This design comes from an exercise in tuning for small area on the open sky130 flow, not from production work. The RTL was checked by simulation tests, not by an equivalence proof against the original design. No activity file was given, so power comes from the tool's default toggle rates.

// uart_top
module uart_top (
    input        clk, rst,
    input        read_uart, write_uart,
    input        rx_data_in,
    input  [7:0] write_data,
    output       rx_full, rx_empty, tx_full,
    output       tx_data_out,
    output [7:0] read_data
    );
Size: about 310 flip-flops, about 25 I/O pins, ~11,000 µm² of cells after synthesis.
make LEC_CHECK=0 CAP_MARGIN=20 CORE_MARGIN=2 CORE_UTILIZATION=70 CTS_BUF_LIST=sky130_fd_sc_hd__clkbuf_16 CTS_CLUSTER_DIAMETER=100 CTS_CLUSTER_SIZE=30 PLACE_DENSITY=0.8 SLEW_MARGIN=20 finish   # period 10.0 ns
run.sh (not shown) runs the stock make flow with config.mk's settings and CLKGATE_MAP_FILE= SYNTH_SCRIPT=/design/flow/synth_recipe.tcl, a recipe that flattens the netlist after the stock synthesis.
==> next run, changes <==
--- a/flow/config.mk
+++ b/flow/config.mk
@@ -9,7 +9,3 @@
 export CORE_MARGIN = 2
-export CORE_UTILIZATION = 70
-export CTS_BUF_LIST = sky130_fd_sc_hd__clkbuf_16
-export CTS_CLUSTER_DIAMETER = 100
-export CTS_CLUSTER_SIZE = 30
-export PLACE_DENSITY = 0.8
+export CORE_UTILIZATION = 40
 export SLEW_MARGIN = 20
=>
- setup slack degrades by 0.078 ns
- worst hold slack is worse by 0.0063 ns
- die area increases by well over a third
- fmax went down slightly
- sequential power is about the same
- power climbs by about a fifth
- via count increases slightly
- routed wire length decreases slightly
- critical path depth does not change
- cell count went up by a quarter to a third
==> next run, changes <==
--- a/flow/config.mk
+++ b/flow/config.mk
@@ -10,2 +10,5 @@
 export CORE_UTILIZATION = 40
+export CTS_BUF_LIST = sky130_fd_sc_hd__clkbuf_16
+export CTS_CLUSTER_DIAMETER = 80
+export CTS_CLUSTER_SIZE = 25
 export SLEW_MARGIN = 20
The new run completed with no timing, DRC or antenna violations.
Register-to-register slack is better by 0.03 ns.
Setup slack gains 0.013 ns.
Worst hold slack improved by 0.0063 ns.
Clock power went down by 38%.
Via count came out lower by 3.3%.
Sequential power barely changes.
Design area went down by 4.2%.
Clock skew came out higher by 0.0088 ns.


## run B
Another version of the RTL of uart_top (not shown whole).
Size in the first run: roughly 520 cells after synthesis, roughly 25 I/O pins, roughly 0.010 mm² of cells after synthesis.
## uart_top
module uart_top (
    input        clk, rst,
    input        read_uart, write_uart,
    input        rx_data_in,
    input  [7:0] write_data,
    output       rx_full, rx_empty, tx_full,
    output       tx_data_out,
    output [7:0] read_data
    );
clock: 10.0 ns
lec_check: 0
cap_margin: 20
core_margin: 2
core_utilization: 70
place_density: 0.8
slew_margin: 20
standard.sh (not shown) runs the stock make flow with config.mk's settings and CLKGATE_MAP_FILE= SYNTH_SCRIPT=/design/flow/synth_recipe.tcl, a recipe that flattens the netlist after the stock synthesis.
==> flow/flow/run.sh <==
#!/bin/bash
# Standard ORFS layout (standard synthesis unchanged), with two changes:
#  - clock tree: larger sink clusters driven by clkbuf_16, no dummy loads
#  - port buffers: the smallest buffer (buf_1) instead of the default
set -euo pipefail
export CTS_ARGS="-sink_clustering_enable -repair_clock_nets -dont_use_dummy_load -buf_list sky130_fd_sc_hd__clkbuf_16 -sink_clustering_size 30 -sink_clustering_max_diameter 100"
export BUFFER_PORTS_ARGS="-buffer_cell sky130_fd_sc_hd__buf_1"
bash standard.sh finish > layout.log 2>&1
Run B completed end to end with timing, DRC and antenna clean.
#### Input delta (run A over run B)
--- a/flow/flow/run.sh
+++ b/flow/flow/run.sh
@@ -5,3 +5,3 @@
 set -euo pipefail
-export CTS_ARGS="-sink_clustering_enable -repair_clock_nets -dont_use_dummy_load -buf_list sky130_fd_sc_hd__clkbuf_16 -sink_clustering_size 30 -sink_clustering_max_diameter 100"
+export CTS_ARGS="-sink_clustering_enable -repair_clock_nets -dont_use_dummy_load -buf_list sky130_fd_sc_hd__clkbuf_8 -sink_clustering_size 22 -sink_clustering_max_diameter 60"
 export BUFFER_PORTS_ARGS="-buffer_cell sky130_fd_sc_hd__buf_1"
==> comparison <==
Worst setup slack for register-to-register paths is higher on run A
Going from run B to run A, post-route cell area -about 0.9%; final-layout worst hold slack picked up an extra 0.028 ns; sequential-cell power consumption closely matched the old numbers; share of final-layout standard cells stronger than drive strength 1 went up by 0.69 points.
Fraction of area in clock buffers and inverters (run A over run B): decrease, 0.91 points
Compared with run B, in run A total iterations of the first detailed-routing run up 1, fraction of the cycle the final worst path needs up 0.22 points.


## v4
Another version of the RTL of uart_top (not shown whole).
Size in the first run: roughly 500 cells after synthesis, roughly 310 flip-flops, roughly 25 I/O pins, about 10000 µm² of cells after synthesis.
Design uart_top, start of the top module:
module uart_top (
    input        clk, rst,
    input        read_uart, write_uart,
    input        rx_data_in,
    input  [7:0] write_data,
    output       rx_full, rx_empty, tx_full,
    output       tx_data_out,
    output [7:0] read_data
    );
Settings: LEC_CHECK=0, CAP_MARGIN=20, CORE_MARGIN=2, CORE_UTILIZATION=80, PLACE_DENSITY=0.85, SLEW_MARGIN=20; clock period 10.0 ns.
==> flow/flow/run.sh <==
#!/bin/bash
# Standard ORFS layout (standard synthesis unchanged), with two changes:
#  - clock tree: sink clusters of up to 20 driven by clkbuf_8, no dummy loads
#  - port buffers: the smallest buffer (buf_1) instead of the default
set -euo pipefail
export CTS_ARGS="-sink_clustering_enable -repair_clock_nets -dont_use_dummy_load -buf_list sky130_fd_sc_hd__clkbuf_8 -sink_clustering_size 22 -sink_clustering_max_diameter 70"
export BUFFER_PORTS_ARGS="-buffer_cell sky130_fd_sc_hd__buf_1"
bash standard.sh finish > layout.log 2>&1
For v44, these inputs were changed with respect to v4:
==> flow/flow/run.sh <==
#!/bin/bash
# Standard ORFS layout (standard synthesis unchanged), with two changes:
#  - clock tree: sink clusters of up to 20 driven by clkbuf_8, no dummy loads
#  - port buffers: the smallest buffer (buf_1) instead of the default
set -euo pipefail
export CTS_ARGS="-sink_clustering_enable -repair_clock_nets -dont_use_dummy_load -buf_list sky130_fd_sc_hd__clkbuf_8 -sink_clustering_size 20 -sink_clustering_max_diameter 70"
export BUFFER_PORTS_ARGS="-buffer_cell sky130_fd_sc_hd__buf_1"
bash standard.sh finish > layout.log 2>&1
diff --git a/flow/config.mk b/flow/config.mk
--- a/flow/config.mk
+++ b/flow/config.mk
@@ -8,5 +8,5 @@
 export CAP_MARGIN = 20
 export CORE_MARGIN = 2
-export CORE_UTILIZATION = 80
-export PLACE_DENSITY = 0.85
+export CORE_UTILIZATION = 70
+export PLACE_DENSITY = 0.8
 export SLEW_MARGIN = 20
--- outcome ---
Comparing v4 with v44, the switching share of power came out essentially unchanged. Delta (v44 minus v4): final critical-path share of the clock period +0.23 points, die area picked up an extra 1900 µm², total non-filler cell area in the finished layout rose by 34 µm², highest clock frequency the design can meet decreased by about 0.54% relative to the old numbers. v44 has setup slack below what v4 had.
> inputs changed (v44 -> v12)
==> flow/flow/run.sh <==
#!/bin/bash
# Standard ORFS layout (standard synthesis unchanged), with two changes:
#  - clock tree: sink clusters of up to 20 driven by clkbuf_8, no dummy loads
#  - port buffers: the smallest buffer (buf_1) instead of the default
set -euo pipefail
export CTS_ARGS="-sink_clustering_enable -repair_clock_nets -dont_use_dummy_load -buf_list sky130_fd_sc_hd__clkbuf_8 -sink_clustering_size 18 -sink_clustering_max_diameter 60"
export BUFFER_PORTS_ARGS="-buffer_cell sky130_fd_sc_hd__buf_1"
bash standard.sh finish > layout.log 2>&1
diff --git a/flow/config.mk b/flow/config.mk
--- a/flow/config.mk
+++ b/flow/config.mk
@@ -8,5 +8,5 @@
 export CAP_MARGIN = 20
 export CORE_MARGIN = 2
-export CORE_UTILIZATION = 70
-export PLACE_DENSITY = 0.8
+export CORE_UTILIZATION = 80
+export PLACE_DENSITY = 0.85
 export SLEW_MARGIN = 20
--- outcome ---
Between v12 and v44, the mux share of post-synthesis cell area figures differ only marginally. Comparing v12 and v44, the higher number of tapcells is on v44. v12 vs v44 — total routed wirelength climbed by more than 10%. v12 and v44 ended up with nearly the same final worst-path setup slack. Looking at half-perimeter wire length of the detailed placement result, v12 sits 1100 µm above v44. Switching power of the nets, v12 vs v44: up by a few percent. Going from v44 to v12, detailed-route via count grew by a few percent. There was hardly any difference in design area between v44 and v12. In the reports for v12 and v44, the smaller die footprint belongs to v12. From v12 to v44, post-detailed-route count of antenna-violating nets did not move at all. Against v44, v12 comes in 5.4% higher on clock network power.


== v20 ==
The RTL this note starts from:
==> flow/design.v <==
module baud_rate_generator (
    input  clk, rst,
    output tick
    );
    reg [1:0] a;    
    reg [2:0] b;    
    reg [4:0] c;    
    always @(posedge clk or posedge rst) begin
        if (rst) begin
            a <= 2'b0;
            b <= 3'b0;
            c <= 5'b0;
        end else begin
            a <= {a[0],   ~(a[1] ^ a[0])};
            b <= {b[1:0], ~(b[2] ^ b[1])};
            c <= {c[3:0], ~(c[4] ^ c[2])};
        end
    end
    assign tick = a[1] & b[2] & ~b[1] & ~b[0] &
                  c[4] & ~c[3] & ~c[2] & ~c[1] & ~c[0];
endmodule
module uart_transmitter (
    input        clk, rst,
    input        tx_start,
    input        sample_tick,
    input  [7:0] data_in,
    input        data_inv,
    output       tx_done,
    output       tx_data
    );
    reg [3:0] p;
    reg [3:0] tc;
    reg       tx_reg;
    wire busy = p[3] | p[2];
    wire [7:0] cnt_next = {p, tc} + {7'd0, sample_tick};
    assign tx_done = sample_tick & (&{p, tc});
    always @(posedge clk or posedge rst)
        if (rst) p <= 4'd0;
        else if (!busy) p <= {1'b0, tx_start, tx_start, 1'b0};
        else p <= cnt_next[7:4];
    always @(posedge clk)
        if (!busy) tc <= 4'd0;
        else tc <= cnt_next[3:0];
    reg dbit;
    always @(*)
        case (p[2:0])
            3'd7: dbit = data_in[0];
            3'd0: dbit = data_in[1];
            3'd1: dbit = data_in[2];
            3'd2: dbit = data_in[3];
            3'd3: dbit = data_in[4];
            3'd4: dbit = data_in[5];
            3'd5: dbit = data_in[6];
            default: dbit = data_in[7];
        endcase
    reg tx_next;
    always @(*)
        case (p)
            4'd6:  tx_next = 1'b0;
            4'd7, 4'd8, 4'd9, 4'd10, 4'd11, 4'd12, 4'd13, 4'd14:
                   tx_next = dbit ^ data_inv;
            default: tx_next = 1'b1;
        endcase
    always @(posedge clk or posedge rst)
        if (rst) tx_reg <= 1'b1;
        else tx_reg <= tx_next;
    assign tx_data = tx_reg;
endmodule
module uart_receiver (
    input        clk, rst,
    input        rx_data,
    input        sample_tick,
    output       shift,
    output       data_ready
    );
    reg [3:0] p;
    reg [3:0] tc;
    wire busy    = p[3] | p[2];
    wire bit_end = sample_tick & (&tc);
    wire [7:0] cnt_next = {p, tc} + {7'd0, sample_tick};
    assign data_ready = bit_end & (&p);
    always @(posedge clk or posedge rst)
        if (rst) p <= 4'd0;
        else if (!busy) p <= {1'b0, ~rx_data, ~rx_data, 1'b0};
        else p <= cnt_next[7:4];
    always @(posedge clk)
        if (!busy) tc <= {~rx_data, 3'b0};
        else tc <= cnt_next[3:0];
    assign shift = bit_end;
endmodule
module fifo_tx_ctl (
    input         clk, rst,
    input         wr,
    input         pop,
    output [15:0] ld, keep,
    output        empty, full
    );
    reg  [15:0] v;
    wire [15:0] hole;    
    genvar i;
    generate
        for (i = 0; i < 16; i = i + 1) begin : g
            if (i == 0) begin : b0
                assign hole[0] = ~v[0];
            end else begin : bn
                assign hole[i] = ~v[i] | hole[i-1];
            end
            assign ld[i] = hole[i] | pop;
            assign keep[i] = v[i] & ~((i == 0) ? pop : ld[i-1]);
            if (i == 15) begin : top
                always @(posedge clk or posedge rst)
                    if (rst) v[15] <= 1'b0;
                    else v[15] <= (wr & hole[15]) | keep[15];
            end else begin : mid
                always @(posedge clk or posedge rst)
                    if (rst) v[i] <= 1'b0;
                    else v[i] <= v[i+1] | keep[i];
            end
        end
    endgenerate
    assign full  = ~hole[15];
    assign empty = ~|v;
endmodule
module fifo_rx_ctl (
    input         clk, rst,
    input         wr,
    input         rd,
    output [15:0] ld, keep,
    output        empty, full
    );
    reg  [4:0] c;
    assign empty = (c == 5'd0);
    assign full  = c[4];
    wire pop  = rd & ~empty;
    wire push = wr & ~full;
    wire up = push & ~pop;
    wire dn = pop & ~push;
    wire [4:0] ones, zeros;
    assign ones[0] = 1'b1;
    assign zeros[0] = 1'b1;
    genvar k;
    generate
        for (k = 1; k < 5; k = k + 1) begin : t
            assign ones[k]  = ones[k-1] & c[k-1];
            assign zeros[k] = zeros[k-1] & ~c[k-1];
        end
    endgenerate
    always @(posedge clk or posedge rst)
        if (rst) c <= 5'd0;
        else c <= c ^ (({5{up}} & ones) | ({5{dn}} & zeros));
    wire [3:0] lt_hi, eq_hi, le_lo;
    genvar i;
    generate
        for (i = 0; i < 4; i = i + 1) begin : d
            assign lt_hi[i] = pop | (~c[4] & (c[3:2] < i));
            assign eq_hi[i] = ~c[4] & (c[3:2] == i);
            assign le_lo[i] = (c[1:0] <= i);
        end
        for (i = 0; i < 16; i = i + 1) begin : g
            assign ld[i] = lt_hi[i/4] | (eq_hi[i/4] & le_lo[i%4]);
            assign keep[i] = ~ld[i];
        end
    endgenerate
endmodule
module fifo_rows (
    input  [32:0]  take, keep,
    input  [263:0] src, q,
    output [263:0] d
    );
    genvar r;
    generate
        for (r = 0; r < 33; r = r + 1) begin : row
            assign d[8*r +: 8] = ~((src[8*r +: 8] | {8{keep[r]}}) & (q[8*r +: 8] | {8{take[r]}}));
        end
    endgenerate
endmodule
module uart_top (
    input        clk, rst,
    input        read_uart, write_uart,
    input        rx_data_in,
    input  [7:0] write_data,
    output       rx_full, rx_empty, tx_full,
    output       tx_data_out,
    output [7:0] read_data
    );
    wire        tick;
    wire        rx_done, tx_done, rx_shift;
    wire        tx_empty;
    wire [15:0] tx_ld, rx_ld, tx_keep, rx_keep;
    reg  [127:0] tx_mem, rx_mem;
    reg  [7:0]   sr;
    reg          ph;
    wire [127:0] tx_next, rx_next;
    wire [7:0]   sr_next;
    always @(posedge clk or posedge rst)
        if (rst) ph <= 1'b0;
        else ph <= ~ph;
    baud_rate_generator baud_rate_gen_module (.clk(clk), .rst(rst), .tick(tick));
    uart_transmitter uart_tx_module (.clk(clk), .rst(rst), .tx_start(~tx_empty),
        .sample_tick(tick), .data_in(tx_mem[7:0]), .data_inv(ph), .tx_done(tx_done),
        .tx_data(tx_data_out));
    uart_receiver uart_rx_module (.clk(clk), .rst(rst), .rx_data(rx_data_in),
        .sample_tick(tick), .shift(rx_shift), .data_ready(rx_done));
    fifo_tx_ctl fifo_tx_module (.clk(clk), .rst(rst), .wr(write_uart), .pop(tx_done),
        .ld(tx_ld), .keep(tx_keep), .empty(tx_empty), .full(tx_full));
    fifo_rx_ctl fifo_rx_module (.clk(clk), .rst(rst), .wr(rx_done), .rd(read_uart),
        .ld(rx_ld), .keep(rx_keep), .empty(rx_empty), .full(rx_full));
    fifo_rows rows (.take({rx_shift, rx_ld, tx_ld}), .keep({~rx_shift, rx_keep, tx_keep}),
        .src({rx_data_in ^ ph, sr[7:1], sr, rx_mem[127:8], write_data ^ {8{ph}}, tx_mem[127:8]}),
        .q({sr, rx_mem, tx_mem}), .d({sr_next, rx_next, tx_next}));
    always @(posedge clk) begin
        tx_mem <= tx_next;
        rx_mem <= rx_next;
        sr     <= sr_next;
    end
    assign read_data = rx_mem[7:0] ^ {8{ph}};
endmodule
export LEC_CHECK = 0
export ABC_AREA = 1
export CAP_MARGIN = 20
export CORE_MARGIN = 2
export CORE_UTILIZATION = 70
export PLACE_DENSITY = 0.8
export SLEW_MARGIN = 20
export SYNTH_HIERARCHICAL = 1
export SYNTH_MINIMUM_KEEP_SIZE = 400
create_clock -name core_clock -period 10.0 [get_ports {clk}]
==> flow/flow/run.sh <==
#!/bin/bash
# Standard ORFS layout (standard synthesis unchanged), with two changes:
#  - clock tree: sink clusters of up to 20 driven by clkbuf_8, no dummy loads
#  - port buffers: the smallest buffer (buf_1) instead of the default
set -euo pipefail
export CTS_ARGS="-sink_clustering_enable -repair_clock_nets -dont_use_dummy_load -buf_list sky130_fd_sc_hd__clkbuf_8 -sink_clustering_size 20 -sink_clustering_max_diameter 70"
export BUFFER_PORTS_ARGS="-buffer_cell sky130_fd_sc_hd__buf_1"
bash standard.sh finish > layout.log 2>&1
v20 ran to completion and came out clean on the timing, DRC and antenna checks.
The inputs of v51 differ from those of v20 as listed below.
- ABC_AREA: 1 -> unset
## What came out
In the flow results for v20 and v51, the post-layout minimum cycle time is smaller on v51.
The total power in v51 is 0.934 times that in v20.
Per the comparison of v51 with v20, top achievable clock speed moved up; least setup slack across all paths after layout rose by 0.053 ns; worst hold margin now larger; post-route clock period utilization went down by 0.53 points.
read_data[7] as the capture point of the worst path was reported by v20, and tx_full by v51.
Compared with v20, v51 shows relative area change from synthesis to final layout lower by 4.7 points.
Going from v20 to v51, top fanout value on the critical path shrinks by 10.
Lower synthesized cell count was reported by v51, not v20.
Relative to v51, the following input files were edited for v32:
==> flow/flow/run.sh <==
#!/bin/bash
# Standard ORFS layout (standard synthesis unchanged), with two changes:
#  - clock tree: sink clusters of up to 22 driven by clkbuf_8, no dummy loads
#  - port buffers: the smallest buffer (buf_1) instead of the default
set -euo pipefail
export CTS_ARGS="-sink_clustering_enable -repair_clock_nets -dont_use_dummy_load -buf_list sky130_fd_sc_hd__clkbuf_8 -sink_clustering_size 22 -sink_clustering_max_diameter 70"
export BUFFER_PORTS_ARGS="-buffer_cell sky130_fd_sc_hd__buf_1"
bash standard.sh finish > layout.log 2>&1
--- outcome ---
- | longest individual stage delay on the worst path | v32 vs v51 | ≈ equal |
- Share of final layout cell area taken by non-clock buffers delta (v32 -> v51): insignificant
- Diff v51 -> v32: global-route met2 utilization flat; power share of the clock group shows a reduction of 0.4 points; utilization after layout held steady; worst hold slack shrank by 0.010 ns.
- On routed length on met2, v51 and v32 are neck and neck.
- v51 → v32: number of antenna violations at the first check in global routing neither gained nor lost much, final instance area neither gained nor lost much.

==> afterwards: timing with drivers on the ports <==
How much do the figures lean on ideal ports? The routed layouts below were timed once more, with nothing changed but the port constraints. Step 1 assumes that a clkbuf_16 drives the clock port and a buf_2 every other input. Step 2 also shifts input and output timing later by t, the mid clock arrival at the registers, as if the neighbouring blocks saw the same clock. Slacks: ideal / step 1 / step 2; pairs: ideal / step 1.
run | t (ns) | setup slack, ns | slew at the worst register clock pin (ns) | worst data-port slew with drivers (ns) | cell pins on the clock port's net
the first run of note 1 | 0.513 | 5.477 / 5.436 / 5.949 | 0.11 / 0.11 | 0.04 | 1
the second run of note 1 | 0.577 | 5.399 / 5.355 / 5.932 | 0.06 / 0.06 | 0.03 | 1
the third run of note 1 | 0.533 | 5.412 / 5.367 / 5.900 | 0.10 / 0.10 | 0.03 | 1
run B | 0.502 | 5.748 / 5.708 / 5.778 | 0.11 / 0.11 | 0.04 | 1
run A | 0.530 | 5.725 / 5.690 / 5.774 | 0.12 / 0.12 | 0.04 | 1
v4 | 0.539 | 5.668 / 5.633 / 6.172 | 0.12 / 0.12 | 0.05 | 1
v44 | 0.553 | 5.645 / 5.609 / 6.162 | 0.11 / 0.11 | 0.04 | 1
v12 | 0.528 | 5.643 / 5.608 / 6.136 | 0.12 / 0.12 | 0.05 | 1
v20 | 0.559 | 6.039 / 5.999 / 6.558 | 0.12 / 0.12 | 0.05 | 1
v51 | 0.565 | 6.093 / 6.052 / 5.937 | 0.12 / 0.12 | 0.04 | 1
v32 | 0.545 | 6.068 / 6.030 / 5.967 | 0.12 / 0.12 | 0.04 | 1
After both steps setup and hold are still met in every run listed. For v51, which loses most, drivers alone change the setup slack by -0.041 ns; drivers and shift together by -0.156 ns.
